Context: an optimization exercise on an open-source flow, tuned for small area and a short achievable clock period. The choices shown serve that exercise and are no tape-out recipe.
In this exercise RTL edits were held to simulation tests only and were not proved equivalent to the original.

### design/flow/run.sh
#!/bin/bash
# synth_recipe.tcl (not shown) runs the flow's synth.tcl, then flattens the netlist and writes it again
# the make line also repeats each setting of config.mk as NAME=value (left out here)
make -C /OpenROAD-flow-scripts/flow DESIGN_CONFIG=/design/flow/config.mk WORK_HOME=/design/flow/orfs CLKGATE_MAP_FILE= SYNTH_SCRIPT=/design/flow/synth_recipe.tcl finish
### design/flow/config.mk
export PLATFORM = sky130hd
export DESIGN_NAME = conv_bn_act
export DESIGN_NICKNAME = conv_bn_act
export VERILOG_FILES = /design/flow/design.v
export SDC_FILE = /design/flow/constraint.sdc
export NUM_CORES = 4
export LEC_CHECK = 0
export CAP_MARGIN = 20
export CORE_MARGIN = 2
export CORE_UTILIZATION = 60
export SLEW_MARGIN = 20
### design/flow/constraint.sdc
create_clock -name core_clock -period 18.0 [get_ports {clk}]
set_input_delay 3.6000 -clock core_clock [delete_from_list [all_inputs] [get_ports {clk}]]
set_output_delay 3.6000 -clock core_clock [all_outputs]
set_load 0.01 [all_outputs]
### design/flow/design.v
module vector_alu (
    input  logic        clk,
    input  logic        rst_n,
    input  logic [15:0] in_data,
    input  logic        in_valid,
    output logic        in_ready,
    output logic [15:0] y,
    output logic        y_valid,
    input  logic        enable_bn
);
    localparam logic [1:0] IDLE = 2'd0, LOAD_PARAMS = 2'd1, PROCESS = 2'd2, FINISH = 2'd3;
    logic [1:0]  current_state, next_state;
    logic [3:0]  load_count;
    logic        params_loaded;
    logic [15:0] bn_gamma, bn_beta, w4;
    logic [31:0] bn_g;      
    logic [31:0] bn_m;      
    logic        loading, take;
    logic        processing_valid;
    assign loading  = (current_state == LOAD_PARAMS);
    assign take     = (current_state == PROCESS) && in_valid;
    assign in_ready = (current_state != FINISH);
    always_comb begin
        next_state = current_state;
        case (current_state)
            IDLE:        if (in_valid) next_state = LOAD_PARAMS;
            LOAD_PARAMS: if (params_loaded) next_state = PROCESS;
            PROCESS:     if (!in_valid) next_state = FINISH;
            default: begin
                if (in_valid) next_state = PROCESS;
                else if (!y_valid) next_state = IDLE;
            end
        endcase
    end
    logic cnt3, take_w0, take_w4, op_g, op_m;
    assign cnt3    = loading && (load_count == 4'd3);
    assign take_w0 = loading && in_valid && (load_count == 4'd4);
    assign take_w4 = loading && in_valid && (load_count == 4'd8);
    always_ff @(posedge clk or negedge rst_n) begin
        if (!rst_n) begin
            current_state    <= IDLE;
            load_count       <= '0;
            params_loaded    <= 1'b0;
            w4               <= '0;
            processing_valid <= 1'b0;
            y_valid          <= 1'b0;
            op_g             <= 1'b0;
            op_m             <= 1'b0;
        end else begin
            current_state <= next_state;
            if (loading && in_valid && load_count != 4'd9)
                load_count <= load_count + 4'd1;
            if (take_w4)
                w4 <= in_data;
            if (load_count[3])
                params_loaded <= 1'b1;
            if (next_state == IDLE) begin
                load_count    <= '0;
                params_loaded <= 1'b0;
            end
            processing_valid <= take;
            y_valid          <= processing_valid;
            op_g             <= cnt3 || take_w4;
            op_m             <= take_w0;
        end
    end
    always_ff @(posedge clk) begin
        if (loading && in_valid) begin
            if (load_count == 4'd2) bn_gamma   <= in_data;
            if (load_count == 4'd3) bn_beta    <= in_data;
        end
    end
    logic [16:0] x_q;
    logic [31:0] bb_q, mt, prod, p_q;
    logic        bn_q, bn2_q;
    always_ff @(posedge clk) begin
        if (cnt3)         x_q <= {w4[15], w4};
        else if (take_w0) x_q <= {1'b0, bn_m[15:0]};
        else              x_q <= {in_data[15], in_data};
        if (cnt3 || take_w0 || take_w4) bb_q <= {16'd0, bn_gamma};
        else if (enable_bn)             bb_q <= op_g ? prod : bn_g;
        else                            bb_q <= {{16{w4[15]}}, w4};
        bn_q <= take && enable_bn;
    end
    assign mt   = bn_q ? bn_m : 32'd0;
    assign prod = x_q[15:0] * bb_q - (x_q[16] ? {bb_q[15:0], 16'd0} : 32'd0) - mt;
    always_ff @(posedge clk) begin
        if (op_g) bn_g <= prod;
        if (op_m) bn_m <= prod;
        else if (loading && in_valid && load_count == 4'd0) bn_m <= {16'd0, in_data};
        p_q   <= prod;
        bn2_q <= bn_q;
    end
    logic [15:0] lo;
    logic        bn_sat, conv_ovf;
    assign lo       = {1'b0, p_q[22:8]} + {1'b0, bn_beta[14:0]};
    assign bn_sat   = (|p_q[31:23]) | bn_beta[15] | lo[15];
    assign conv_ovf = ~((&p_q[31:15]) | ~(|p_q[31:15]));
    always_comb begin
        if (bn2_q)
            y = bn_sat ? 16'h7fff : {1'b0, lo[14:0]};
        else if (conv_ovf)
            y = p_q[31] ? 16'h8000 : 16'h7fff;
        else
            y = p_q[15:0];
    end
endmodule
module activation_unit (
    input  logic        clk,
    input  logic        rst_n,
    input  logic [15:0] in_data,
    input  logic        in_valid,
    output logic [15:0] out_data,
    output logic        out_valid,
    input  logic        use_relu
);
    logic signed [15:0] y;
    assign y = $signed(in_data);
    logic n, mid, hi;
    assign n   = y[15];
    assign mid = (y >= -16'sd767) && (y <= 16'sd768);
    assign hi  = (y >= 16'sd769) && (y <= 16'sd31999);
    logic [9:0]  a;
    logic [20:0] sq, s;
    assign a = y[9:0];
    always_comb begin
        sq = '0;
        for (int i = 0; i < 10; i++) begin
            sq = sq + ({20'd0, a[i]} << (2 * i));
            for (int j = 0; j < 10; j++)
                if (j > i) sq = sq + ({20'd0, a[i] & a[j]} << (i + j + 1));
        end
    end
    assign s = sq + ({11'd0, a} << 9) + ({11'd0, a} << 8)
             - (n ? ({11'd0, a} << 11) : 21'd0) + {1'b0, n, 19'd0};
    logic [15:0] q_hi;
    assign q_hi = in_data - ((y >= 16'sd21846) ? 16'd21846 : (y >= 16'sd10923) ? 16'd10923 : 16'd0);
    logic [11:0] w_q;
    logic [15:0] v_q;
    logic        msel_q, n_q;
    always_ff @(posedge clk) begin
        w_q    <= s[20:9];
        n_q    <= n;
        msel_q <= !use_relu && mid;
        v_q    <= use_relu ? (n ? 16'd0 : in_data) : (hi ? q_hi : 16'd0);
    end
    always_ff @(posedge clk or negedge rst_n) begin
        if (!rst_n) out_valid <= 1'b0;
        else        out_valid <= in_valid;
    end
    logic [1:0] t [5][13];   
    logic [1:0] r [13];      
    logic [9:0] d3;
    function automatic logic [1:0] add3(input logic [1:0] p, input logic [1:0] q);
        add3[0] = (~p[1] & ~p[0] & q[0]) | (p[0] & ~q[1] & ~q[0]) | (p[1] & q[1]);
        add3[1] = (~p[1] & ~p[0] & q[1]) | (p[1] & ~q[1] & ~q[0]) | (p[0] & q[0]);
    endfunction
    always_comb begin
        for (int i = 0; i < 13; i++)
            t[0][i] = (i == 12) ? 2'd0 : (i % 2) ? {w_q[i], 1'b0} : {1'b0, w_q[i]};
        for (int l = 1; l < 5; l++)
            for (int i = 0; i < 13; i++)
                t[l][i] = (i + (1 << (l - 1)) < 13) ? add3(t[l-1][i], t[l-1][(i + (1 << (l - 1))) % 13]) : t[l-1][i];
        for (int i = 0; i < 13; i++)
            r[i] = (i % 2) ? {t[4][i][0], t[4][i][1]} : t[4][i];
        for (int i = 0; i < 10; i++)
            d3[i] = r[i+1][1] | (r[i+1][0] & w_q[i]);
    end
    assign out_data = msel_q ? {n_q ? 6'h0a : 6'h00, n_q ? 2'b10 : d3[9:8], d3[7:0]} : v_q;
endmodule
module conv_bn_act #(
    parameter DATA_WIDTH = 16
)(
    input  logic                  clk,
    input  logic                  rst_n,
    input  logic [DATA_WIDTH-1:0] in_data,
    input  logic                  in_valid,
    output logic                  in_ready,
    output logic [DATA_WIDTH-1:0] out_data,
    output logic                  out_valid,
    input  logic                  enable_bn,
    input  logic                  use_relu          
);
    logic [15:0] valu_y;
    logic        valu_y_valid;
    vector_alu valu_inst (
        .clk      (clk),
        .rst_n    (rst_n),
        .in_data  (in_data),
        .in_valid (in_valid),
        .in_ready (in_ready),
        .y        (valu_y),
        .y_valid  (valu_y_valid),
        .enable_bn(enable_bn)
    );
    activation_unit act_inst (
        .clk      (clk),
        .rst_n    (rst_n),
        .in_data  (valu_y),
        .in_valid (valu_y_valid),
        .out_data (out_data),
        .out_valid(out_valid),
        .use_relu (use_relu)
    );
endmodule
==> flow_summary_export.csv, run 1 <==
group,metric,value,unit
synth,synth_cells,2883,
setup_path,r2r_end,"valu_inst.bb_q[30]",
synth,synth_fa_ha_area_share,39.44,%
clocking,clk_pin_slew,60,ps
clocking,clk_path_buf_depth,3,
sta,period_minus_slack,7436,ps
synth,synthTopCellsByArea,"fa_1, dfxtp_1, ha_1",
job,drv_cap,0,
synth,synth-simple-area-share,14.02,%
clocking,clock_latency,580,ps
synth,synth_nets,3494,
sta,final-max-slew-violation-count,0,
die,initial_utilization,61.07,%
die,rows,76,
synth,yosys.cell_types.count,76,
route,route.met2.wl,32130,microns
die,die_area,45830,sq um
synth,ys_top_cells_by_count,"inv_1, nand2_1, fa_1",
sta,clock_skew,14.03,ps
die,coreArea,43360,sq um
synth,synth_mux_area_share,3.907,%
route,num_vias,19630,
synth,netlist_area,26480,sq um
setup_path,critical_path_class,"reg2out",
grt,gr-usage-all-layers,31.81,%
sta,fin_tns_setup,0,ps
sta,setup_slack,10560,ps
cells_and_area,antenna_cells,0,
route,drtPass1Iterations,5,
clocking,cts.sinks,237,
route,drcViolationCount,0,
clocking,cts_setup_buffers,0,
cells_and_area,drive_gt1_share,6.108,%
grt,antenna_found_initial,1,
grt,grt_max_degree,38,
min_path,hold_start,"valu_inst.processing_valid",
place,gp_congestion,0.9331,
setup_path,setup.worst_path.end,"out_data[2]",
place,placed_cell_area,27470,sq um
die,io_pins,39,
clocking,root_buffer,"clkbuf_16",
synth,ys_warn_count,4,
synth,synth-edff-count,64,
setup_path,reg2reg_from,"valu_inst.bb_q[10]",
setup_path,worstPathRequired,14400,ps
min_path,hold_class,"reg2reg",
synth,synth_top_family_by_area,"adder cells",
setup_path,critical_path_peak_fanout,10,
clocking,cts_tree,"yes",
setup_path,ff2ff_path_depth,24,
synth,synth.most_common_cell,"inv_1",
clocking,post_cts_resized,0,
cells_and_area,seqCellArea,5525,sq um
status,status,"no timing/DRC/antenna violations",
place,dp_slack,10870,ps
route,drtIter0Drc,1442,
route,ant_nets,0,
cells_and_area,multi_input_area,18420,sq um
route,drt_wl_total,70400,microns
synth,synth_top_area_share,30.84,%
grt,globalRouteOverflowTotal,0,
route,wl_met1,30710,microns
synth,ys_ff_latch,237,
sta,hold_viol,0,
route,wl_met3,5620,microns
cells_and_area,fin_nets,3489,
clocking,htreeDepth,1,
setup_path,crit_start,"act_inst.w_q[10]",
cells_and_area,post-route-cell-area,28340,sq um
route,avgViaCountPerCell,5.635,
synth,synth_compound_area_share,8.840,%
setup_path,end_kind,"output pin",
sta,fmaxAchievable,134.5,MHz
cells_and_area,area_delta_synth_final,7.021,%
sta,finalSetupViolCount,0,
sta,tightest_slew,1010,ps
sta,rsz0062_at_grt,"no",
synth,synth_top_area_cell,"fa_1",
die,die_w,214.1,microns
setup_path,crit_path_start_kind,"register",
route,wire_per_inst,20.21,microns
setup_path,rrSetupSlack,10750,ps
place,io_buffers,38,
clocking,cts_inserted_buffers,26,
die,fp.dieH,214.1,microns
sta,slew_headroom,32.61,%
synth,synth_xor_area_share,3.274,%
setup_path,critPathArrivalTime,3840,ps
route,highest_layer,"met4",
clocking,hold_buffers,0,
sta,post-route-period-util,41.31,%
synth,syn_area_per_cell,9.186,sq um
cells_and_area,fillers,3658,
synth,ys_seq_area_share,20.86,%
place,dpl.hpwl,53750,microns
synth,synth_ff_type,"dfxtp_1",
grt,grt_pass1_wl,113900,microns
synth,async_flop_share,11.81,%
grt,grt_pass1_vias,20710,
[worst min-delay path by stage]
| stage | endpoint | slack [ps] | cells past startpoint |
|---|---|---|---|
| after detailed placement | valu_inst.y_valid | 340 | 0 |
| after floorplan | valu_inst.y_valid | 330 | 0 |
| final | valu_inst.y_valid | 350 | 0 |
| after global placement | valu_inst.y_valid | 330 | 0 |
| after CTS | valu_inst.y_valid | 350 | 0 |
| after global routing | valu_inst.y_valid | 360 | 0 |
[cells in the final DEF (no fill, tap or decap), drive strengths merged, types with 22 or more instances in the layout]
cell / instances
a21o: 37
a21oi: 115
and2: 120
buf: 38
clkbuf: 32
clkdlybuf4s50: 38
dfrtp: 28
dfxtp: 145
edfxtp: 64
fa: 408
ha: 182
inv: 568
mux2: 59
mux2i: 37
nand2: 464
nor2: 129
nor2b: 22
o21ai: 50
o22ai: 26
xnor2: 75
xor2: 24
[metrics by stage]
step	utilization, %	hold slack (ps)	std cells
after floorplan	-	331.2	2883
after global placement	63.36	334.9	3435
after detailed placement	63.36	338.6	3435
after CTS	65.35	354.0	3483
after global routing	65.36	356.2	3483
final	65.36	349.9	3483
[layout make-up]
cell class,instances,share of cell area (%)
clock inverters,16,0.6401
multi-input cells,1968,64.98
repair buffers,76,2.349
flip-flops and latches,237,19.49
inverters,569,7.545
clock buffers,32,2.410
well taps,585,2.583
[per-layer routing]
| metal | up-vias | track usage [%] |
|---|---|---|
| met4 | 0 | 8.403 |
| met3 | 129 | 5.305 |
| met1 | 9816 | 45.27 |
| met5 | - | 0 |
| li1 | 8960 | - |
| met2 | 721 | 50.94 |
[cells by family after synthesis]
kind of cell / count (synthesis)
simple gates: 830
compound gates: 353
buf+inv: 678
flops: 237
mux: 96
xor+xnor: 99
fa+ha+maj: 590
[sequential cells by signal (all words and copies together) (netlist names), 2 cells and up]
| name | count |
|---|---|
| valu_inst.p_q | 32 |
| valu_inst.current_state | 2 |
| valu_inst.bb_q | 32 |
| valu_inst.x_q | 17 |
| act_inst.w_q | 12 |
| act_inst.v_q | 16 |
| valu_inst.w4 | 16 |
| valu_inst.bn_beta | 16 |
| valu_inst.bn_gamma | 16 |
| valu_inst.bn_m | 32 |
| valu_inst.bn_g | 32 |
| valu_inst.load_count | 4 |
[critical path, stage by stage, from the launching register on]
cell and delay (ps):
dfxtp_1 580, clkinv_1 370, ha_1 370, a22oi_1 200
and2_1 210, nor2_1 70, a22oi_1 200, o311ai_0 170
nor3_1 170, a21oi_1 120, mux2_2 330, clkdlybuf4s50_1 480
==> inputs of run 2 (changes only) <==
--- a/design/flow/config.mk
+++ b/design/flow/config.mk
@@ -8,4 +8,4 @@
 export CAP_MARGIN = 20
 export CORE_MARGIN = 2
-export CORE_UTILIZATION = 60
+export CORE_UTILIZATION = 75
 export SLEW_MARGIN = 20
==> flow_summary_export.csv, run 2 <==
group,metric,value,unit
setup_path,end_kind,"register",
setup_path,r2r_end,"valu_inst.bb_q[31]",
route,avgViaCountPerCell,6.085,
clocking,clk_path_buf_depth,3,
synth,synth_ff_type,"dfxtp_1",
grt,antenna_found_initial,1,
min_path,hold_class,"reg2reg",
setup_path,crit_path_start_kind,"register",
sta,fin_tns_setup,0,ps
route,ant_nets,0,
sta,rsz0062_at_grt,"no",
synth,yosys.cell_types.count,76,
setup_path,critical_path_class,"reg2reg",
status,status,"no timing/DRC/antenna violations",
setup_path,ff2ff_path_depth,25,
synth,ys_ff_latch,237,
sta,slew_headroom,27.25,%
synth,ys_seq_area_share,20.86,%
cells_and_area,area_delta_synth_final,5.906,%
clocking,cts_tree,"yes",
sta,fmaxAchievable,130.3,MHz
sta,tightest_slew,1087,ps
cells_and_area,final_cell_mix,"inv_1, nand2_1, fa_1",
clocking,hold_buffers,0,
die,io_pins,39,
synth,synth.most_common_cell,"inv_1",
synth,synth_top_area_cell,"fa_1",
place,io_buffers,38,
die,fp.dieH,191.9,microns
sta,period_minus_slack,7676,ps
cells_and_area,layout_commonest_cell,"inv_1",
min_path,hold_start,"valu_inst.processing_valid",
sta,final-max-slew-violation-count,0,
synth,ys_warn_count,4,
setup_path,reg2reg_from,"valu_inst.x_q[5]",
route,drtPass1Iterations,6,
min_path,hold_depth,0,
grt,globalRouteOverflowTotal,0,
job,drv_cap,0,
route,drt_wl_total,70660,microns
clocking,clock_latency,550,ps
grt,grt_max_degree,38,
die,die_w,191.9,microns
die,die_area,36830,sq um
synth,ys_top_cells_by_count,"inv_1, nand2_1, fa_1",
synth,netlist_area,26480,sq um
route,drcViolationCount,0,
sta,hold_viol,0,
die,rows,68,
place,gp_congestion,0.9970,
cells_and_area,final_core_util,80.99,%
clocking,cts_setup_buffers,0,
sta,post-route-period-util,42.64,%
grt,grt_pass1_vias,21340,
die,initial_utilization,76.48,%
die,coreArea,34630,sq um
grt,grt_pass1_wl,113300,microns
route,wire_per_inst,21.13,microns
synth,synth-edff-count,64,
synth,synth_nets,3494,
setup_path,rrSetupSlack,10320,ps
clocking,cts.sinks,237,
cells_and_area,fin_nets,3481,
setup_path,worstPathRequired,18430,ps
route,drtIter0Drc,1810,
synth,async_flop_share,11.81,%
setup_path,critical_path_peak_fanout,17,
setup_path,critPathArrivalTime,8110,ps
cells_and_area,drive_gt1_share,5.783,%
grt,gr-usage-all-layers,40.46,%
clocking,post_cts_resized,0,
synth,synth_top_area_share,30.84,%
clocking,cts_inserted_buffers,24,
place,dpl.hpwl,54300,microns
synth,synth_cells,2883,
clocking,htreeDepth,1,
clocking,clk_pin_slew,60,ps
route,num_vias,20350,
min_path,holdPathEnd,"valu_inst.y_valid",
sta,clock_skew,26.19,ps
cells_and_area,fillers,2196,
sta,finalSetupViolCount,0,
synth,synthTopCellsByArea,"fa_1, dfxtp_1, ha_1",
synth,syn_area_per_cell,9.186,sq um
clocking,root_buffer,"clkbuf_16",
-- run 2: how the worst max path moves through the flow --
stage	start	to	slack [ps]	depth (start not counted)
6_report	valu_inst.x_q[5]	valu_inst.bb_q[31]	10320	25
5_1_grt	valu_inst.x_q[5]	valu_inst.bb_q[31]	10190	25
4_1_cts	valu_inst.x_q[5]	valu_inst.bb_q[31]	10530	25
3_5_place_dp	valu_inst.x_q[4]	valu_inst.bb_q[30]	10580	24
3_3_place_gp	valu_inst.x_q[4]	valu_inst.bb_q[30]	10720	24
2_1_floorplan	valu_inst.x_q[3]	valu_inst.bb_q[30]	11360	24
-- run 2: layout make-up --
type	count	area [sq um]	share of cell area [%]
multi-input combinational	1968	18420	65.66
antenna	1	2.502	0.008922
clock buffer	32	660.6	2.355
sequential	237	5527	19.70
timing repair buffer	70	620.6	2.213
tap	455	569.3	2.030
inverter	569	2138	7.624
clock inverter	12	112.6	0.4015
-- run 2: critical path, stage by stage, from the launching register on --
cell     delay [ps]
dfxtp_1         910
buf_4           350
nand2_1         120
fa_1            560
inv_1            60
fa_1            520
inv_1            50
fa_1            510
inv_1            60
fa_1            460
fa_1            530
inv_1            50
fa_1            480
inv_1            50
ha_1            370
a21o_1          230
a21oi_1         150
nor2b_1          60
o21ai_0         210
nand2_1          90
a32oi_1         360
a21oi_1         200
a31oi_1         310
xnor2_1         300
mux2_2          370
o21ba_2         200
-- run 2: metal layers --
metal / GRT usage (%) / part of all wire, % / vias up
met5: 0 / 0 / -
li1: - / - / 8930
met2: 64.33 / 46 / 1135
met4: 16.36 / 4.4 / 0
met1: 54.72 / 38 / 10070
met3: 8.441 / 11 / 217
-- run 2: cell families after synthesis --
kind of cell | count (synthesis) | share of synthesized area (%)
multiplexers | 96 | 3.907
buffers and inverters | 678 | 9.657
XOR/XNOR | 99 | 3.274
AO/OA/AOI/OAI | 353 | 8.840
adder cells (fa/ha/maj) | 590 | 39.44
AND/OR/NAND/NOR | 830 | 14.02
flip-flops | 237 | 20.86
-- run 2: metrics by stage --
stage                     cells  setup WS [ps]  instance area (sq um)  hold WS (ps)
after floorplan            2883          11360                  26480         331.2
after global placement     3299          10720                  27260         333.7
after CTS                  3343          10530                  28040         346.1
final                      3344          10320                  28050         342.2
after global routing       3343          10190                  28040         359.4
after detailed placement   3299          10580                  27260         345.1
==> inputs of run 3 (changes only) <==
--- a/design/flow/config.mk
+++ b/design/flow/config.mk
@@ -8,4 +8,4 @@
 export CAP_MARGIN = 20
 export CORE_MARGIN = 2
-export CORE_UTILIZATION = 75
+export CORE_UTILIZATION = 40
 export SLEW_MARGIN = 20
==> flow_summary_export.csv, run 3 <==
group,metric,value,unit
status,status,"no timing/DRC/antenna violations",
sta,final-max-slew-violation-count,0,
place,dp_slack,10710,ps
sta,tightest_slew,1153,ps
synth,synth_top_area_cell,"fa_1",
sta,finalSetupViolCount,0,
route,drt_wl_total,70230,microns
cells_and_area,seqCellArea,5539,sq um
synth,async_flop_share,11.81,%
route,wire_per_inst,18.74,microns
setup_path,cp.depth,28,
grt,grt_max_degree,38,
synth,synth_nets,3494,
synth,synth_cells,2883,
clocking,clk_path_buf_depth,3,
synth,ys_top_cells_by_count,"inv_1, nand2_1, fa_1",
route,ant_nets,0,
sta,post-route-period-util,41.31,%
grt,busiest_layer,"met2",
setup_path,critical_path_peak_fanout,8,
min_path,hold_depth,0,
die,die_w,261.3,microns
clocking,clock_latency,540,ps
sta,fin_tns_setup,0,ps
grt,gr-usage-all-layers,21.06,%
setup_path,critPathBufInv,2,
place,io_buffers,38,
sta,fmaxAchievable,134.5,MHz
route,drtIter0Drc,1171,
setup_path,cpMostUsedCell,"a21o_1",
sta,period_minus_slack,7437,ps
synth,synthTopCellsByArea,"fa_1, dfxtp_1, ha_1",
grt,globalRouteMet1Util,28.82,%
clocking,root_buffer,"clkbuf_16",
sta,clock_skew,11.60,ps
grt,grtUsageMet2,35.53,%
clocking,cts_inserted_buffers,26,
synth,synth_top_area_share,30.84,%
route,drcViolationCount,0,
clocking,post_cts_resized,0,
setup_path,end_kind,"register",
synth,synth.most_common_cell,"inv_1",
place,dpl.hpwl,54190,microns
cells_and_area,fin_nets,3473,
cells_and_area,final_core_util,43.57,%
die,rows,94,
sta,slew_headroom,23.00,%
cells_and_area,multi_input_area,18410,sq um
setup_path,cp_slowest_cell,"o22ai_1",
grt,antenna_found_initial,1,
synth,synth-edff-count,64,
cells_and_area,fillers,6395,
cells_and_area,layout_commonest_cell,"inv_1",
cells_and_area,final_cell_mix,"inv_1, nand2_1, fa_1",
synth,yosys.cell_types.count,76,
synth,ys_warn_count,4,
sta,setup_slack,10560,ps
grt,grt_pass1_wl,112600,microns
route,num_vias,19490,
setup_path,critPathArrivalTime,7830,ps
clocking,cts_setup_buffers,0,
route,drtPass1Iterations,5,
die,fp.dieH,261.3,microns
synth,syn_area_per_cell,9.186,sq um
synth,synth_ff_type,"dfxtp_1",
grt,grt_use_met3,2.623,%
route,avgViaCountPerCell,5.202,
synth,netlist_area,26480,sq um
sta,hold_viol,0,
clocking,cts.sinks,237,
clocking,cts_tree,"yes",
sta,rsz0062_at_grt,"no",
setup_path,worstPathRequired,18400,ps
cells_and_area,drive_gt1_share,5.899,%
place,gp_congestion,0.9322,
grt,globalRouteOverflowTotal,0,
die,initial_utilization,40.35,%
synth,ys_seq_area_share,20.86,%
min_path,hold_class,"reg2reg",
setup_path,critical_path_class,"reg2reg",
die,io_pins,39,
grt,grt_pass1_vias,20560,
setup_path,critical_path.max_stage_delay,730,ps
clocking,htreeDepth,1,
clocking,hold_buffers,0,
die,coreArea,65630,sq um
setup_path,crit_path_start_kind,"register",
synth,ys_ff_latch,237,
cells_and_area,area_delta_synth_final,7.980,%
die,die_area,68280,sq um
setup_path,ff2ff_path_depth,28,
setup_path,path_delay_family,"compound AO/OA/AOI/OAI gates",
clocking,clk_pin_slew,60,ps
job,drv_cap,0,
[run 3: cell types whose count changed in the layout (fill, tap and decap cells not counted), moves of 2 or more]
| cell | change |
|---|---|
| buf_4 | -10 |
| dfxtp_1 | -10 |
| dfxtp_2 | +10 |
| clkbuf_16 | +5 |
| clkinv_2 | -3 |
| clkbuf_1 | +2 |
| clkinv_1 | -2 |
| clkinvlp_4 | +2 |
[run 3: worst register-to-register path, delay by kind of cell, from the launching register on]
kind | cells | cell delay, ps
xor+xnor | 1 | 190
simple gates | 2 | 300
fa+ha+maj | 4 | 1290
compound gates | 19 | 4670
flops | 1 | 370
buf+inv | 2 | 470
[run 3: layout make-up]
| type | count | area share [%] |
|---|---|---|
| diodes | 1 | 0.008751 |
| clock buffers | 39 | 2.774 |
| clock inverters | 9 | 0.2932 |
| inverters | 569 | 7.478 |
| multi-input cells | 1968 | 64.39 |
| flip-flops and latches | 237 | 19.37 |
| well taps | 864 | 3.780 |
| repair buffers | 60 | 1.908 |
[run 3: logic make-up after synthesis]
logic type | synth area share (%)
xor+xnor | 3.274
simple gates | 14.02
buf+inv | 9.657
compound gates | 8.840
fa+ha+maj | 39.44
mux | 3.907
flops | 20.86
[run 3: path summary, 6_finish.rpt]
check                                           start                      end  slack (ps)
max                              valu_inst.bn_beta[0]         act_inst.v_q[14]       10560
min                        valu_inst.processing_valid        valu_inst.y_valid         350
max reg2reg                      valu_inst.bn_beta[0]         act_inst.v_q[14]       10560
min reg2reg                valu_inst.processing_valid        valu_inst.y_valid         350
max in group asynchronous                       rst_n  valu_inst.load_count[1]       14160
min in group asynchronous                       rst_n          valu_inst.w4[1]        3470
[run 3: metal layers]
metal	routed length, microns	vias up
li1	-	8922
met1	30730	9939
met2	33940	528
met3	3883	103
met4	1681	0
met5	0	-
[run 3: per-stage QoR]
| step | cells | instance area, sq um | hold WS [ps] |
|---|---|---|---|
| finish | 3747 | 28600 | 351.1 |
| global route | 3746 | 28590 | 371.0 |
| CTS | 3746 | 28590 | 352.2 |
| detailed placement | 3698 | 27710 | 348.6 |
| global placement | 3698 | 27700 | 334.7 |
| floorplan | 2883 | 26480 | 331.2 |
==> inputs of run 4 (changes only) <==
==> design/flow/flow/run.sh (new file) <==
#!/bin/bash
# Standard synthesis, then inverters around full adders folded into the adders'
# polarity (flow/invfold.py), then the standard layout from floorplan on.
set -euo pipefail
here=$(pwd)
bash standard.sh synth > "$here/synth.log" 2>&1
R=orfs/results/${FLOW_PLATFORM}/conv_bn_act/base
cp "$R/1_2_yosys.v" "$here/1_2_yosys.std.v"
python3 flow/invfold.py "$here/1_2_yosys.std.v" "$R/1_2_yosys.v" > "$here/invfold.log" 2>&1
rm -f "$R/1_synth.odb" "$R/1_synth.sdc"
bash standard.sh > "$here/layout.log" 2>&1
==> design/flow/flow/invfold.py (new file) <==
#!/usr/bin/env python3
"""Remove inverters around sky130 full adders by flipping adder polarity.

A full adder is self-dual: inverting its three inputs inverts both outputs.
When flipping an adder lets more inverters go than it needs, the adder is
flipped. usage: invfold.py IN.v OUT.v
"""
import re, sys, collections

src = open(sys.argv[1]).read()
cell_re = re.compile(r'^\s*(sky130_fd_sc_hd__\w+)\s+(\S+)\s*\((.*?)\);\n', re.S | re.M)
pin_re = re.compile(r'\.(\w+)\(([^()]*)\)')
OUTS = {'X', 'Y', 'Q', 'Q_N', 'SUM', 'COUT', 'HI', 'LO'}

cells = collections.OrderedDict()
first = None
last = None
for m in cell_re.finditer(src):
    if first is None:
        first = m.start()
    last = m.end()
    cells[m.group(2)] = {'type': m.group(1),
                         'pins': collections.OrderedDict((p, n.strip()) for p, n in pin_re.findall(m.group(3)))}
head = src[:first]
# drop attribute lines just before the first cell
head = re.sub(r'(\s*\(\*[^\n]*\*\)\s*)+$', '\n', head)
tail = src[last:]
tail = tail[tail.index('endmodule'):]
body_between = src[first:last]
assert 'assign' not in body_between

ports = set()
for m in re.finditer(r'^\s*(input|output)\s+(?:\[[^\]]*\]\s*)?(\S+);', head, re.M):
    ports.add(m.group(2))
def is_port(n):
    return n.split('[')[0].strip() in ports or n.startswith("1'") 

drv = {}
loads = collections.defaultdict(set)
def index(name):
    c = cells[name]
    for p, n in c['pins'].items():
        if p in OUTS:
            drv[n] = (name, p)
        else:
            loads[n].add((name, p))
def unindex(name):
    c = cells[name]
    for p, n in c['pins'].items():
        if p in OUTS:
            if drv.get(n) == (name, p):
                del drv[n]
        else:
            loads[n].discard((name, p))
for name in cells:
    index(name)

def is_inv(name):
    return cells[name]['type'].startswith('sky130_fd_sc_hd__inv_')

newid = [0]
def fresh_net():
    newid[0] += 1
    return '_ifold_n%d_' % newid[0]
def fresh_cell():
    newid[0] += 1
    return '_ifold_c%d_' % newid[0]
new_wires = []

def inv_of(n):
    """an existing inverter whose input is n, or None"""
    for (c, p) in loads[n]:
        if is_inv(c) and p == 'A':
            return c
    return None

def plan(fa):
    """gain of flipping adder fa"""
    c = cells[fa]
    gain = 0
    freed = collections.Counter()
    need = set()
    for p in ('A', 'B', 'CIN'):
        n = c['pins'][p]
        d = drv.get(n)
        if d and is_inv(d[0]):
            freed[d[0]] += 1
        elif inv_of(n) is None:
            need.add(n)
    for j, k in freed.items():
        # inverter j goes if all its loads are pins of this adder
        if len(loads[cells[j]['pins']['Y']]) == k and not is_port(cells[j]['pins']['Y']):
            gain += 1
    gain -= len(need)
    for p in ('SUM', 'COUT'):
        o = c['pins'][p]
        invs = [cc for (cc, pp) in loads[o] if is_inv(cc) and pp == 'A']
        others = [x for x in loads[o] if not (is_inv(x[0]) and x[1] == 'A')]
        if is_port(o):
            others.append(('port', ''))
        gain += len(invs)
        if others:
            gain -= 1
        if sum(1 for j in invs if is_port(cells[j]['pins']['Y'])) > 1:
            return -99
    return gain

def add_inv(a, y):
    name = fresh_cell()
    cells[name] = {'type': 'sky130_fd_sc_hd__inv_1', 'pins': collections.OrderedDict([('A', a), ('Y', y)])}
    index(name)
    return name

def rename_loads(old, new):
    for (cc, pp) in list(loads[old]):
        unindex(cc)
        cells[cc]['pins'][pp] = new
        index(cc)

def remove_cell(name):
    unindex(name)
    del cells[name]

def flip(fa):
    c = cells[fa]
    # inputs
    for p in ('A', 'B', 'CIN'):
        n = c['pins'][p]
        d = drv.get(n)
        if d and is_inv(d[0]):
            z = cells[d[0]]['pins']['A']
        else:
            j = inv_of(n)
            if j is None:
                z = fresh_net(); new_wires.append(z)
                add_inv(n, z)
            else:
                z = cells[j]['pins']['Y']
        unindex(fa); c['pins'][p] = z; index(fa)
        if d and is_inv(d[0]) and not loads[n] and not is_port(n):
            remove_cell(d[0])
    # outputs
    for p in ('SUM', 'COUT'):
        o = c['pins'][p]
        invs = [cc for (cc, pp) in loads[o] if is_inv(cc) and pp == 'A']
        invs.sort(key=lambda j: not is_port(cells[j]['pins']['Y']))
        if invs:
            w = cells[invs[0]]['pins']['Y']
            for j in invs:
                wj = cells[j]['pins']['Y']
                remove_cell(j)
                if wj != w:
                    rename_loads(wj, w)
            target = w
        else:
            target = fresh_net(); new_wires.append(target)
        unindex(fa); c['pins'][p] = target; index(fa)
        if loads[o] or is_port(o):
            add_inv(target, o)

changed = True
total = 0
while changed:
    changed = False
    for fa in list(cells):
        if fa in cells and cells[fa]['type'].startswith('sky130_fd_sc_hd__fa_'):
            g = plan(fa)
            if g > 0:
                flip(fa)
                total += g
                changed = True

out = [head.rstrip('\n') + '\n']
for w in new_wires:
    out.append('  wire %s;\n' % w)
for name, c in cells.items():
    pins = ',\n'.join('    .%s(%s)' % (p, n if not n.startswith('\\') else n + ' ') for p, n in c['pins'].items())
    nm = name if not name.startswith('\\') else name
    out.append('  %s %s (\n%s\n  );\n' % (c['type'], nm, pins))
out.append(tail)
open(sys.argv[2], 'w').write(''.join(out))
ninv = sum(1 for c in cells.values() if c['type'].startswith('sky130_fd_sc_hd__inv_'))
print('invfold: removed %d inverters net, %d inverters left' % (total, ninv), file=sys.stderr)
==> design/flow/standard.sh (new file) <==
#!/bin/bash
# synth_recipe.tcl (not shown) runs the flow's synth.tcl, then flattens the netlist and writes it again
# the make line also repeats each setting of config.mk as NAME=value (left out here)
make -C /OpenROAD-flow-scripts/flow DESIGN_CONFIG=/design/flow/config.mk WORK_HOME=/design/flow/orfs CLKGATE_MAP_FILE= SYNTH_SCRIPT=/design/flow/synth_recipe.tcl "${@:-finish}"
removed: design/flow/run.sh
==> flow_summary_export.csv, run 4 <==
group,metric,value,unit
status,status,"no timing/DRC/antenna violations",
min_path,hold_class,"reg2reg",
grt,grt_max_degree,37,
clocking,root_buffer,"clkbuf_16",
job,drv_cap,0,
clocking,htreeDepth,1,
route,drt_wl_total,66470,microns
place,dpl.hpwl,52500,microns
place,io_buffers,38,
die,initial_utilization,40.66,%
die,fp.dieH,254.9,microns
setup_path,crit_path_start_kind,"register",
die,coreArea,61940,sq um
grt,grt_pass1_vias,20040,
synth,synth_nets,3148,
cells_and_area,drive_gt1_share,6.593,%
cells_and_area,final_core_util,44.11,%
synth,syn_area_per_cell,9.927,sq um
clocking,clk_pin_slew,60,ps
route,ant_nets,0,
sta,fmaxAchievable,132.2,MHz
clocking,post_cts_resized,0,
die,die_w,254.9,microns
clocking,cts_inserted_buffers,25,
route,drtPass1Iterations,5,
sta,period_minus_slack,7563,ps
clocking,cts_setup_buffers,0,
die,rows,91,
route,avgViaCountPerCell,5.386,
grt,antenna_found_initial,2,
cells_and_area,area_delta_synth_final,8.481,%
sta,rsz0062_at_grt,"no",
sta,clock_skew,13.34,ps
die,io_pins,39,
clocking,clock_latency,550,ps
sta,hold_viol,0,
synth,ys_warn_count,4,
die,die_area,64980,sq um
route,route.met2.wl,32960,microns
grt,gr-usage-all-layers,21.40,%
setup_path,worstPathRequired,14400,ps
route,drtIter0Drc,1230,
sta,final-max-slew-violation-count,0,
setup_path,ff2ff_path_depth,20,
clocking,clk_path_buf_depth,3,
setup_path,end_kind,"output pin",
route,wl_met3,2939,microns
synth,netlist_area,25180,sq um
place,gp_congestion,0.9004,
cells_and_area,final_cell_mix,"nand2_1, fa_1, inv_1",
setup_path,critical_path_peak_fanout,6,
route,wl_met1,28730,microns
grt,grt_pass1_wl,108900,microns
setup_path,critical_path_class,"reg2out",
clocking,cts.sinks,237,
clocking,hold_buffers,0,
cells_and_area,layout_commonest_cell,"nand2_1",
synth,synth_cells,2537,
route,wire_per_inst,19.72,microns
grt,globalRouteOverflowTotal,0,
route,highest_layer,"met5",
sta,tightest_slew,1135,ps
route,num_vias,18160,
sta,finalSetupViolCount,0,
min_path,hold_depth,0,
sta,post-route-period-util,42.02,%
sta,fin_tns_setup,0,ps
route,drcViolationCount,0,
setup_path,critPathArrivalTime,3960,ps
sta,slew_headroom,24.20,%
clocking,cts_tree,"yes",
cells_and_area,fin_nets,3125,
==> run 4: critical path, stage by stage (launching register included) <==
cell and delay [ps]:
dfxtp_1 410, inv_1 100, ha_1 320, a22o_1 210, a21oi_1 380, nand2_1 160
or2_2 330, o221ai_1 150, nand3b_1 160, a21oi_1 80, a311oi_1 480, a21oi_1 140
clkdlybuf4s50_1 520
==> run 4: path summary, 6_finish.rpt <==
kind / slack [ps] / from / endpoint
max: 10440 / act_inst.w_q[7] / out_data[1]
min: 350 / valu_inst.processing_valid / valu_inst.y_valid
max reg2reg: 10780 / valu_inst.x_q[9] / valu_inst.bb_q[30]
min reg2reg: 350 / valu_inst.processing_valid / valu_inst.y_valid
max in group asynchronous: 14170 / rst_n / valu_inst.w4[1]
min in group asynchronous: 3480 / rst_n / valu_inst.w4[15]
==> run 4: area by class of cell <==
type,count,area [sq um]
multi-input cells,1968,18420
well taps,837,1047
fillers,5930,34620
inverters,223,839.6
flip-flops and latches,237,5532
clock buffers,28,656.9
clock inverters,18,287.8
repair buffers,59,538.0
diodes,1,2.502
==> run 4: layer usage <==
metal	vias up	GRT usage, %
met5	-	0
met4	2	5.881
met3	122	2.634
met2	480	37.41
met1	9325	27.95
li1	8227	-
==> run 4: stage by stage <==
stage	setup slack (ps)	instances	instance area (sq um)	hold slack [ps]
2_1_floorplan	11500	2537	25180	331.2
3_3_place_gp	10700	3324	26360	335.0
3_5_place_dp	10740	3324	26360	344.3
4_1_cts	10420	3370	27310	358.2
5_1_grt	10250	3370	27320	360.3
6_report	10440	3371	27320	355.0
==> inputs of run 5 (changes only) <==
--- a/design/flow/flow/run.sh
+++ b/design/flow/flow/run.sh
@@ -3,4 +3,5 @@
 # polarity (flow/invfold.py), then the standard layout from floorplan on.
 set -euo pipefail
+export SETUP_SLACK_MARGIN=10.5
 here=$(pwd)
 bash standard.sh synth > "$here/synth.log" 2>&1
==> flow_summary_export.csv, run 5 <==
group,metric,value,unit
setup_path,crit_path_start_kind,"register",
sta,rsz0062_at_grt,"no",
sta,post-route-period-util,40.28,%
setup_path,critical_path_peak_fanout,6,
grt,grt_pass1_wl,108900,microns
sta,slew_headroom,25.86,%
clocking,clock_latency,540,ps
sta,setup_slack,10750,ps
route,wire_per_inst,19.74,microns
sta,final-max-slew-violation-count,0,
route,drtIter0Drc,1153,
clocking,htreeDepth,1,
route,drtPass1Iterations,6,
cells_and_area,stdcell_count,3371,
die,initial_utilization,40.66,%
sta,fin_tns_setup,0,ps
setup_path,r2r_end,"valu_inst.bb_q[30]",
synth,syn_area_per_cell,9.927,sq um
sta,finalSetupViolCount,0,
route,drcViolationCount,0,
clocking,cts.sinks,237,
place,dp_cells,3324,
die,die_w,254.9,microns
sta,fmaxAchievable,137.9,MHz
cells_and_area,layout_commonest_cell,"nand2_1",
sta,clock_skew,11.39,ps
die,die_area,64980,sq um
die,fp.dieH,254.9,microns
clocking,clk_path_buf_depth,3,
setup_path,worstPathRequired,14400,ps
synth,synth_cells,2537,
setup_path,critPathArrivalTime,3650,ps
synth,netlist_area,25180,sq um
clocking,hold_buffers,0,
clocking,clk_pin_slew,60,ps
grt,antenna_found_initial,2,
setup_path,ff2ff_path_depth,20,
setup_path,crit_start,"act_inst.w_q[7]",
clocking,cts_tree,"yes",
cells_and_area,fin_nets,3125,
sta,period_minus_slack,7250,ps
clocking,root_buffer,"clkbuf_16",
synth,synth_nets,3148,
grt,gr-usage-all-layers,21.40,%
die,io_pins,39,
cells_and_area,drive_gt1_share,6.869,%
sta,hold_viol,0,
clocking,cts_inserted_buffers,25,
die,rows,91,
route,ant_nets,0,
status,status,"no timing/DRC/antenna violations",
cells_and_area,final_cell_mix,"nand2_1, fa_1, inv_1",
grt,grt_max_degree,37,
place,io_buffers,38,
min_path,hold_class,"reg2reg",
grt,globalRouteOverflowTotal,0,
setup_path,reg2reg_from,"valu_inst.x_q[10]",
place,gp_congestion,0.9004,
grt,grt_pass1_vias,20030,
place,dpl.hpwl,52500,microns
setup_path,rrSetupSlack,10860,ps
cells_and_area,fillers,5928,
setup_path,setup.worst_path.end,"out_data[1]",
route,num_vias,18190,
route,drt_wl_total,66530,microns
sta,tightest_slew,1108,ps
die,coreArea,61940,sq um
synth,ys_warn_count,4,
job,drv_cap,0,
setup_path,end_kind,"output pin",
route,avgViaCountPerCell,5.395,
place,dp_slack,10740,ps
setup_path,critical_path_class,"reg2out",
cells_and_area,area_delta_synth_final,8.585,%
## run 5: area by class of cell
cell class	instances	area [sq um]	area share, %
clock buffer	28	656.9	2.402
sequential	237	5534	20.24
tap	837	1047	3.830
antenna	1	2.502	0.009151
multi-input combinational	1968	18440	67.42
clock inverter	18	287.8	1.052
inverter	223	843.3	3.084
timing repair buffer	59	538.0	1.967
## run 5: worst min path at each step
| stage | start | end | slack (ps) | cells after the start |
|---|---|---|---|---|
| 2_1_floorplan | valu_inst.processing_valid | valu_inst.y_valid | 330 | 0 |
| 3_3_place_gp | valu_inst.processing_valid | valu_inst.y_valid | 340 | 0 |
| 3_5_place_dp | valu_inst.processing_valid | valu_inst.y_valid | 340 | 0 |
| 4_1_cts | valu_inst.processing_valid | valu_inst.y_valid | 360 | 0 |
| 5_1_grt | valu_inst.processing_valid | valu_inst.y_valid | 360 | 0 |
| 6_report | valu_inst.processing_valid | valu_inst.y_valid | 350 | 0 |
## run 5: worst max-delay path: stages, from the launching register on
cell,delay (ps)
dfxtp_1,410
inv_1,100
ha_1,320
a22o_1,220
a21oi_2,230
nand2_1,140
or2_2,320
o221ai_1,150
o21ai_0,170
a311oi_2,420
a21oi_1,120
clkdlybuf4s50_1,520
## run 5: routing by layer
| metal | routed length (microns) | track usage, % |
|---|---|---|
| met1 | 28770 | 27.96 |
| met2 | 32950 | 37.41 |
| met3 | 2871 | 2.634 |
| met4 | 1918 | 5.881 |
| met5 | 19 | 0 |
## run 5: metrics by stage
| step | instance area [sq um] | hold slack, ps | util [%] |
|---|---|---|---|
| floorplan | 25180 | 331.2 | - |
| global placement | 26360 | 335.0 | 42.56 |
| detailed placement | 26360 | 344.3 | 42.56 |
| CTS | 27310 | 358.2 | 44.10 |
| global route | 27340 | 360.3 | 44.15 |
| finish | 27350 | 355.0 | 44.15 |
## run 5: repair_timing
item	CTS	global route
pin swaps	0	0
gates resized for setup	1	6
buffers inserted	0	0
hold endpoints to repair	0	0
setup endpoints to repair	1	4
==> inputs of run 6 (changes only) <==
--- a/design/flow/flow/run.sh
+++ b/design/flow/flow/run.sh
@@ -3,5 +3,5 @@
 # polarity (flow/invfold.py), then the standard layout from floorplan on.
 set -euo pipefail
-export SETUP_SLACK_MARGIN=10.5
+export SETUP_SLACK_MARGIN=11.5
 here=$(pwd)
 bash standard.sh synth > "$here/synth.log" 2>&1
==> flow_summary_export.csv, run 6 <==
group,metric,value,unit
status,status,"no timing/DRC/antenna violations",
setup_path,worstPathRequired,14400,ps
place,gp_congestion,0.8782,
sta,tightest_slew,1077,ps
clocking,clock_latency,550,ps
setup_path,path_cells,"clkinv_4 > ha_2 > nor2_1 > nand2_1 > and2_4 > a21oi_1 > o21ai_0 > a211oi_1 > a21oi_2 > mux2_2 > dlygate4sd2_1",
synth,syn_area_per_cell,9.927,sq um
setup_path,critPathBufInv,2,
sta,rsz0062_at_grt,"yes",
route,highest_layer,"met4",
die,initial_utilization,40.66,%
route,drtPass1Iterations,5,
place,io_buffers,38,
setup_path,cp_slowest_cell,"dfxtp_4",
grt,globalRouteOverflowTotal,0,
place,dp_slack,10650,ps
setup_path,critical_path.max_stage_delay,420,ps
setup_path,critical_path_class,"reg2out",
clocking,cts_tree,"yes",
route,num_vias,18400,
synth,netlist_area,25180,sq um
synth,ys_warn_count,4,
route,drtIter0Drc,1225,
cells_and_area,final_cell_mix,"nand2_1, fa_1, inv_1",
grt,antenna_found_initial,3,
grt,gr-usage-all-layers,21.65,%
synth,synth_nets,3148,
clocking,root_buffer,"clkbuf_16",
clocking,clk_path_buf_depth,3,
route,ant_nets,0,
synth,synth_cells,2537,
route,drcViolationCount,0,
grt,grt_max_degree,37,
cells_and_area,layout_commonest_cell,"nand2_1",
sta,post-route-period-util,36.41,%
die,die_area,64980,sq um
sta,final-max-slew-violation-count,0,
grt,grt_pass1_vias,19670,
route,route.met2.wl,33950,microns
sta,clock_skew,19.35,ps
min_path,hold_class,"reg2reg",
route,avgViaCountPerCell,5.368,
setup_path,end_kind,"output pin",
place,dpl.hpwl,52170,microns
clocking,cts_inserted_buffers,25,
route,wire_per_inst,20.16,microns
die,rows,91,
clocking,htreeDepth,1,
route,drt_wl_total,69100,microns
cells_and_area,fin_nets,3182,
setup_path,crit_path_start_kind,"register",
die,io_pins,39,
cells_and_area,seqCellArea,5659,sq um
setup_path,critical_path_peak_fanout,10,
cells_and_area,stdcell_count,3427,
cells_and_area,final_core_util,45.53,%
job,drv_cap,0,
sta,fmaxAchievable,152.6,MHz
clocking,clk_pin_slew,60,ps
sta,period_minus_slack,6553,ps
grt,grt_pass1_wl,109400,microns
sta,hold_viol,0,
cells_and_area,drive_gt1_share,12.36,%
sta,finalSetupViolCount,0,
cells_and_area,multi_input_area,18750,sq um
die,fp.dieH,254.9,microns
cells_and_area,area_delta_synth_final,11.97,%
sta,setup_slack,11450,ps
setup_path,critPathArrivalTime,2950,ps
sta,fin_tns_setup,0,ps
setup_path,path_delay_family,"compound AO/OA/AOI/OAI gates",
clocking,cts.sinks,237,
cells_and_area,fillers,5881,
place,dp_cells,3324,
die,coreArea,61940,sq um
route,wl_met3,3991,microns
sta,slew_headroom,28.22,%
die,die_w,254.9,microns
route,wl_met1,29430,microns
## run 6: final cells by class
type / count / area share, %
multi-input cells: 1968 / 66.48
flip-flops and latches: 237 / 20.07
repair buffers: 116 / 3.905
well taps: 837 / 3.714
inverters: 223 / 3.030
clock buffers: 30 / 2.396
clock inverters: 15 / 0.3949
diodes: 1 / 0.008874
## run 6: worst paths after layout
path | from | endpoint | cells after the start | slack (ps)
worst max-delay path | act_inst.w_q[10] | out_data[2] | 11 | 11450
worst min register to register | valu_inst.processing_valid | valu_inst.y_valid | 0 | 360
max in group asynchronous | rst_n | valu_inst.w4[3] | 2 | 14130
worst min-delay path | valu_inst.processing_valid | valu_inst.y_valid | 0 | 360
worst max register to register | valu_inst.bn_beta[10] | act_inst.v_q[14] | 28 | 11660
min in group asynchronous | rst_n | valu_inst.w4[14] | 2 | 3510
## run 6: repair_timing
| item | 4_1_cts | 5_1_grt |
|---|---|---|
| setup endpoints to repair | 69 | 28 |
| resized for setup | 116 | 67 |
| buffers inserted | 21 | 36 |
| hold buffers | 0 | 0 |
| pin swaps | 3 | 17 |
## run 6: worst register-to-register path, delay by kind of cell (launching register included)
family	cells	cell delay (ps)
and+or+nand+nor	3	450
AOI/OAI and AO/OA	19	4030
buffers and inverters	2	200
DFF	1	370
adders and majority gates	3	980
xor gates and xnor gates	1	150
## run 6: per-layer routing
metal  global-route usage (%)  vias up
met5                        0        -
li1                         -     8345
met1                    28.41     9405
met4                    4.962        0
met3                    3.366      123
met2                    37.61      522
## run 6: stage by stage
step | hold WS, ps | cell area, sq um
detailed placement | 345.0 | 26360
CTS | 361.7 | 27630
floorplan | 331.2 | 25190
global route | 376.9 | 28200
global placement | 335.6 | 26360
finish | 361.8 | 28200
==> inputs of run 7 (changes only) <==
--- a/design/flow/flow/run.sh
+++ b/design/flow/flow/run.sh
@@ -3,5 +3,5 @@
 # polarity (flow/invfold.py), then the standard layout from floorplan on.
 set -euo pipefail
-export SETUP_SLACK_MARGIN=11.5
+export SETUP_SLACK_MARGIN=13.5
 here=$(pwd)
 bash standard.sh synth > "$here/synth.log" 2>&1
==> flow_summary_export.csv, run 7 <==
group,metric,value,unit
status,status,"no timing/DRC/antenna violations",
place,dpl.hpwl,54900,microns
grt,grt_pass1_wl,128300,microns
cells_and_area,final_cell_mix,"nand2_1, fa_1, buf_4",
route,ant_nets,0,
cells_and_area,area_delta_synth_final,34.07,%
die,initial_utilization,40.66,%
clocking,clock_latency,560,ps
route,drt_wl_total,84700,microns
clocking,clk_path_buf_depth,3,
synth,ys_warn_count,4,
die,io_pins,39,
cells_and_area,fin_nets,3449,
setup_path,path_cells,"inv_2 > ha_4 > a22o_1 > a21oi_2 > buf_4 > o22ai_1 > nor2_1 > o21ai_1 > a311oi_1 > a21oi_1 > buf_2",
cells_and_area,stdcell_count,3695,
sta,clock_skew,17.04,ps
die,coreArea,61940,sq um
clocking,cts_tree,"yes",
sta,fmaxAchievable,157.4,MHz
setup_path,critical_path.max_stage_delay,400,ps
route,drtPass1Iterations,5,
die,rows,91,
min_path,hold_class,"reg2reg",
synth,netlist_area,25180,sq um
die,die_w,254.9,microns
setup_path,critPathBufInv,3,
setup_path,critical_path_peak_fanout,4,
route,drtIter0Drc,1434,
setup_path,cp_slowest_cell,"dfxtp_4",
place,gp_congestion,0.9034,
clocking,hold_buffers,0,
place,io_buffers,38,
clocking,root_buffer,"clkbuf_16",
setup_path,cp.depth,11,
sta,post-route-period-util,35.31,%
synth,syn_area_per_cell,9.927,sq um
job,drv_cap,0,
route,num_vias,20480,
setup_path,critical_path_class,"reg2out",
die,fp.dieH,254.9,microns
min_path,hold_depth,0,
setup_path,worstPathRequired,14400,ps
place,dp_cells,3318,
route,drcViolationCount,0,
place,placed_cell_area,27230,sq um
clocking,cts_inserted_buffers,25,
sta,period_minus_slack,6355,ps
setup_path,critPathArrivalTime,2760,ps
grt,grt_max_degree,36,
setup_path,path_delay_family,"compound AO/OA/AOI/OAI gates",
setup_path,end_kind,"output pin",
sta,tightest_slew,948.0,ps
sta,rsz0062_at_grt,"yes",
grt,globalRouteOverflowTotal,0,
grt,antenna_found_initial,2,
route,avgViaCountPerCell,5.543,
grt,gr-usage-all-layers,26.11,%
synth,synth_cells,2537,
die,die_area,64980,sq um
clocking,clk_pin_slew,70,ps
sta,hold_viol,0,
cells_and_area,drive_gt1_share,33.95,%
clocking,htreeDepth,1,
sta,fin_tns_setup,0,ps
cells_and_area,final_core_util,54.51,%
setup_path,crit_path_start_kind,"register",
sta,slew_headroom,36.80,%
grt,grt_pass1_vias,22040,
sta,final-max-slew-violation-count,0,
cells_and_area,layout_commonest_cell,"nand2_1",
clocking,cts.sinks,237,
sta,finalSetupViolCount,0,
setup_path,ff2ff_path_depth,21,
route,wire_per_inst,22.92,microns
synth,synth_nets,3148,
cells_and_area,post-route-cell-area,33760,sq um
[run 7: cell types whose count changed in the layout (fill, tap and decap cells not counted), sizes merged]
cell and delta:
or2 +3, inv +2, dlygate4sd2 -2, clkinv -5, dlymetal6s2s -2, bufbuf +1, clkdlybuf4s50 -13, buf +278
clkbuf +5, o21a +1
[run 7: cell type report]
class	count	area [sq um]
clock buffer	34	730.7
fill	5201	28170
inverter	223	889.6
clock inverter	12	128.9
timing repair buffer	379	3742
tap	837	1047
sequential	237	5704
multi-input combinational	1972	21520
antenna	1	2.502
[run 7: through the flow]
step	hold slack (ps)	setup WS (ps)
final	350.3	11640
after global routing	366.7	11560
after CTS	353.7	11690
after detailed placement	338.7	10930
after global placement	334.8	10720
after floorplan	331.2	12040
[run 7: routing by layer]
metal	vias to the layer above	track usage, %	routed length (microns)
li1	8910	-	-
met1	10540	32.19	33120
met2	788	46.12	42250
met3	238	3.031	4850
met4	2	11.38	4458
met5	-	0	13
[run 7: worst register-to-register path: stages (launching register included)]
cell and delay (ps):
dfxtp_4 450, buf_12 180, nand2_4 60, fa_1 480
fa_2 560, fa_2 440, fa_2 550, inv_2 40
fa_2 540, fa_2 460, ha_4 190, a21o_1 160
a21o_1 150, a21o_1 190, a221o_1 370, a22o_1 230
a2111oi_2 220, o21bai_1 140, a21oi_2 180, xnor2_2 130
mux2_4 290, o21ba_2 200
[run 7: path summary, 6_finish.rpt]
| kind | slack (ps) | from | endpoint |
|---|---|---|---|
| worst min register to register | 350 | valu_inst.processing_valid | valu_inst.y_valid |
| worst min-delay path | 350 | valu_inst.processing_valid | valu_inst.y_valid |
| max in group asynchronous | 14140 | rst_n | valu_inst.current_state[1] |
| worst max register to register | 11690 | valu_inst.x_q[4] | valu_inst.bb_q[30] |
| min in group asynchronous | 3490 | rst_n | valu_inst.load_count[2] |
| worst max-delay path | 11640 | act_inst.w_q[3] | out_data[1] |
[run 7: what timing repair did]
action / CTS / global route
setup buffers: 251 / 69
setup endpoints to repair: 263 / 160
cloned: 7 / 3
gates resized for setup: 483 / 199
pin swaps: 185 / 140
==> inputs of run 8 (changes only) <==
--- a/design/flow/flow/run.sh
+++ b/design/flow/flow/run.sh
@@ -3,5 +3,5 @@
 # polarity (flow/invfold.py), then the standard layout from floorplan on.
 set -euo pipefail
-export SETUP_SLACK_MARGIN=13.5
+export SETUP_SLACK_MARGIN=12.5
 here=$(pwd)
 bash standard.sh synth > "$here/synth.log" 2>&1
==> flow_summary_export.csv, run 8 <==
group,metric,value,unit
route,avgViaCountPerCell,5.475,
grt,grt_max_degree,37,
place,dp_cells,3319,
cells_and_area,multi_input_area,20770,sq um
clocking,cts.sinks,237,
setup_path,reg2reg_from,"valu_inst.bb_q[2]",
setup_path,ff2ff_path_depth,22,
place,io_buffers,38,
setup_path,critical_path.max_stage_delay,380,ps
sta,rsz0062_at_grt,"yes",
cells_and_area,drive_gt1_share,30.28,%
place,placed_cell_area,26790,sq um
sta,setup_slack,11520,ps
setup_path,crit_path_start_kind,"register",
clocking,clock_latency,600,ps
clocking,clk_pin_slew,60,ps
setup_path,cpMostUsedCell,"a21oi_2",
die,coreArea,61940,sq um
sta,fin_tns_setup,0,ps
die,die_area,64980,sq um
synth,synth_cells,2537,
cells_and_area,layout_commonest_cell,"nand2_1",
sta,clock_skew,61.07,ps
setup_path,end_kind,"output pin",
setup_path,worstPathRequired,14400,ps
clocking,cts_tree,"yes",
cells_and_area,stdcell_count,3665,
min_path,holdPathEnd,"valu_inst.y_valid",
sta,slew_headroom,29.18,%
die,io_pins,39,
sta,tightest_slew,1062,ps
cells_and_area,final_cell_mix,"nand2_1, fa_1, buf_4",
route,wire_per_inst,22.04,microns
min_path,hold_class,"reg2reg",
status,status,"no timing/DRC/antenna violations",
clocking,clk_path_buf_depth,3,
min_path,hold_depth,0,
clocking,htreeDepth,1,
synth,netlist_area,25180,sq um
grt,grt_pass1_vias,21440,
grt,grt_pass1_wl,124000,microns
sta,hold_viol,0,
synth,syn_area_per_cell,9.927,sq um
grt,antenna_found_initial,1,
cells_and_area,area_delta_synth_final,29.16,%
sta,final-max-slew-violation-count,0,
min_path,hold_start,"valu_inst.processing_valid",
sta,post-route-period-util,36.02,%
sta,hold_slack,353.7,ps
setup_path,path_cells,"inv_2 > ha_4 > a22o_1 > a21oi_2 > nor2_2 > a22oi_1 > o311ai_1 > nor3_1 > a21oi_2 > mux2_4 > buf_6",
job,drv_cap,0,
sta,finalSetupViolCount,0,
cells_and_area,fillers,5376,
die,die_w,254.9,microns
cells_and_area,seqCellArea,5699,sq um
place,dp_slack,10870,ps
place,dpl.hpwl,54890,microns
die,initial_utilization,40.66,%
setup_path,critPathArrivalTime,2880,ps
clocking,root_buffer,"clkbuf_16",
clocking,cts_inserted_buffers,28,
route,num_vias,20070,
setup_path,critical_path_class,"reg2out",
synth,synth_nets,3148,
route,drt_wl_total,80780,microns
grt,gr-usage-all-layers,24.90,%
die,fp.dieH,254.9,microns
cells_and_area,post-route-cell-area,32530,sq um
route,drcViolationCount,0,
die,rows,91,
setup_path,r2r_end,"valu_inst.bb_q[30]",
setup_path,rrSetupSlack,11650,ps
cells_and_area,fin_nets,3416,
place,gp_congestion,0.9162,
grt,globalRouteOverflowTotal,0,
route,ant_nets,0,
sta,fmaxAchievable,154.2,MHz
setup_path,cp_slowest_cell,"dfxtp_4",
route,drtPass1Iterations,6,
route,drtIter0Drc,1488,
sta,period_minus_slack,6484,ps
synth,ys_warn_count,4,
setup_path,critical_path_peak_fanout,4,
==> run 8: layout make-up <==
cell class              count  area share, %
clock inverters            12         0.3385
clock buffers              40          2.385
flip-flops and latches    237          17.52
multi-input cells        1968          63.85
well taps                 837          3.220
inverters                 223          2.693
repair buffers            347          9.990
diodes                      1       0.007693
==> run 8: repair_timing <==
| action | 4_1_cts | 5_1_grt |
|---|---|---|
| setup endpoints to repair | 122 | 115 |
| setup buffers | 235 | 57 |
| resized for setup | 445 | 169 |
| hold buffers | 0 | 0 |
| pin swaps | 181 | 137 |
| gates cloned | 1 | 0 |
==> run 8: stage by stage <==
step                utilization (%)
floorplan                         -
global placement              43.26
detailed placement            43.26
CTS                           50.68
global route                  52.51
finish                        52.51
==> run 8: worst max path at each step <==
stage	from	to	slack, ps
detailed placement	valu_inst.x_q[6]	valu_inst.bb_q[24]	10870
floorplan	valu_inst.x_q[13]	valu_inst.bb_q[30]	12040
global route	valu_inst.x_q[3]	valu_inst.bb_q[30]	11480
CTS	act_inst.w_q[8]	out_data[2]	11630
finish	act_inst.w_q[4]	out_data[2]	11520
global placement	valu_inst.x_q[6]	valu_inst.bb_q[24]	10950
==> run 8: critical path: cells and delay by family (launching register included) <==
kind | cells | cell delay, ps
fa+ha+maj | 1 | 240
buf+inv | 2 | 190
flops | 1 | 380
compound gates | 5 | 860
mux | 1 | 280
simple gates | 2 | 380
==> run 8: metal layers <==
metal	routed length, microns	track usage, %
met1	33470	32.24
met3	5363	4.637
met4	2667	8.454
met5	0	0
met2	39280	41.93

## what the ideal ports hide
In the flow no input, the clock included, has a driving cell. The finished layouts below were timed again as built, in two steps. Step 1, drivers: a clkbuf_16 drives clk and a buf_2 each remaining input, both assumed. Step 2 moves the port delays by t, midway between the first and last clock arrival at a register: inputs arrive t later, outputs are due t later. That takes back most of the time a late clock gives input paths. a / b / c = no drivers / after step 1 / after step 2; a / b = the first two.
| run | t (ns) | setup slack, ns | hold slack, ns | worst register clock-pin slew, ns | pins driven straight from the clock port |
|---|---|---|---|---|---|
| run 1 | 0.628 | 10.564 / 10.503 / 10.750 | 0.350 / 0.350 / 0.350 | 0.07 / 0.07 | 1 |
| run 2 | 0.598 | 10.324 / 10.324 / 10.324 | 0.342 / 0.342 / 0.342 | 0.07 / 0.07 | 1 |
| run 3 | 0.579 | 10.563 / 10.563 / 10.563 | 0.351 / 0.351 / 0.351 | 0.07 / 0.07 | 1 |
| run 4 | 0.600 | 10.437 / 10.376 / 10.783 | 0.355 / 0.355 / 0.355 | 0.07 / 0.07 | 1 |
| run 5 | 0.599 | 10.750 / 10.689 / 10.863 | 0.355 / 0.355 / 0.355 | 0.07 / 0.07 | 1 |
| run 6 | 0.593 | 11.447 / 11.390 / 11.665 | 0.362 / 0.362 / 0.362 | 0.07 / 0.07 | 1 |
| run 7 | 0.615 | 11.645 / 11.585 / 11.689 | 0.350 / 0.350 / 0.350 | 0.07 / 0.07 | 1 |
| run 8 | 0.625 | 11.516 / 11.459 / 11.648 | 0.354 / 0.354 / 0.354 | 0.07 / 0.07 | 1 |
After both steps setup and hold are still met in every run listed.
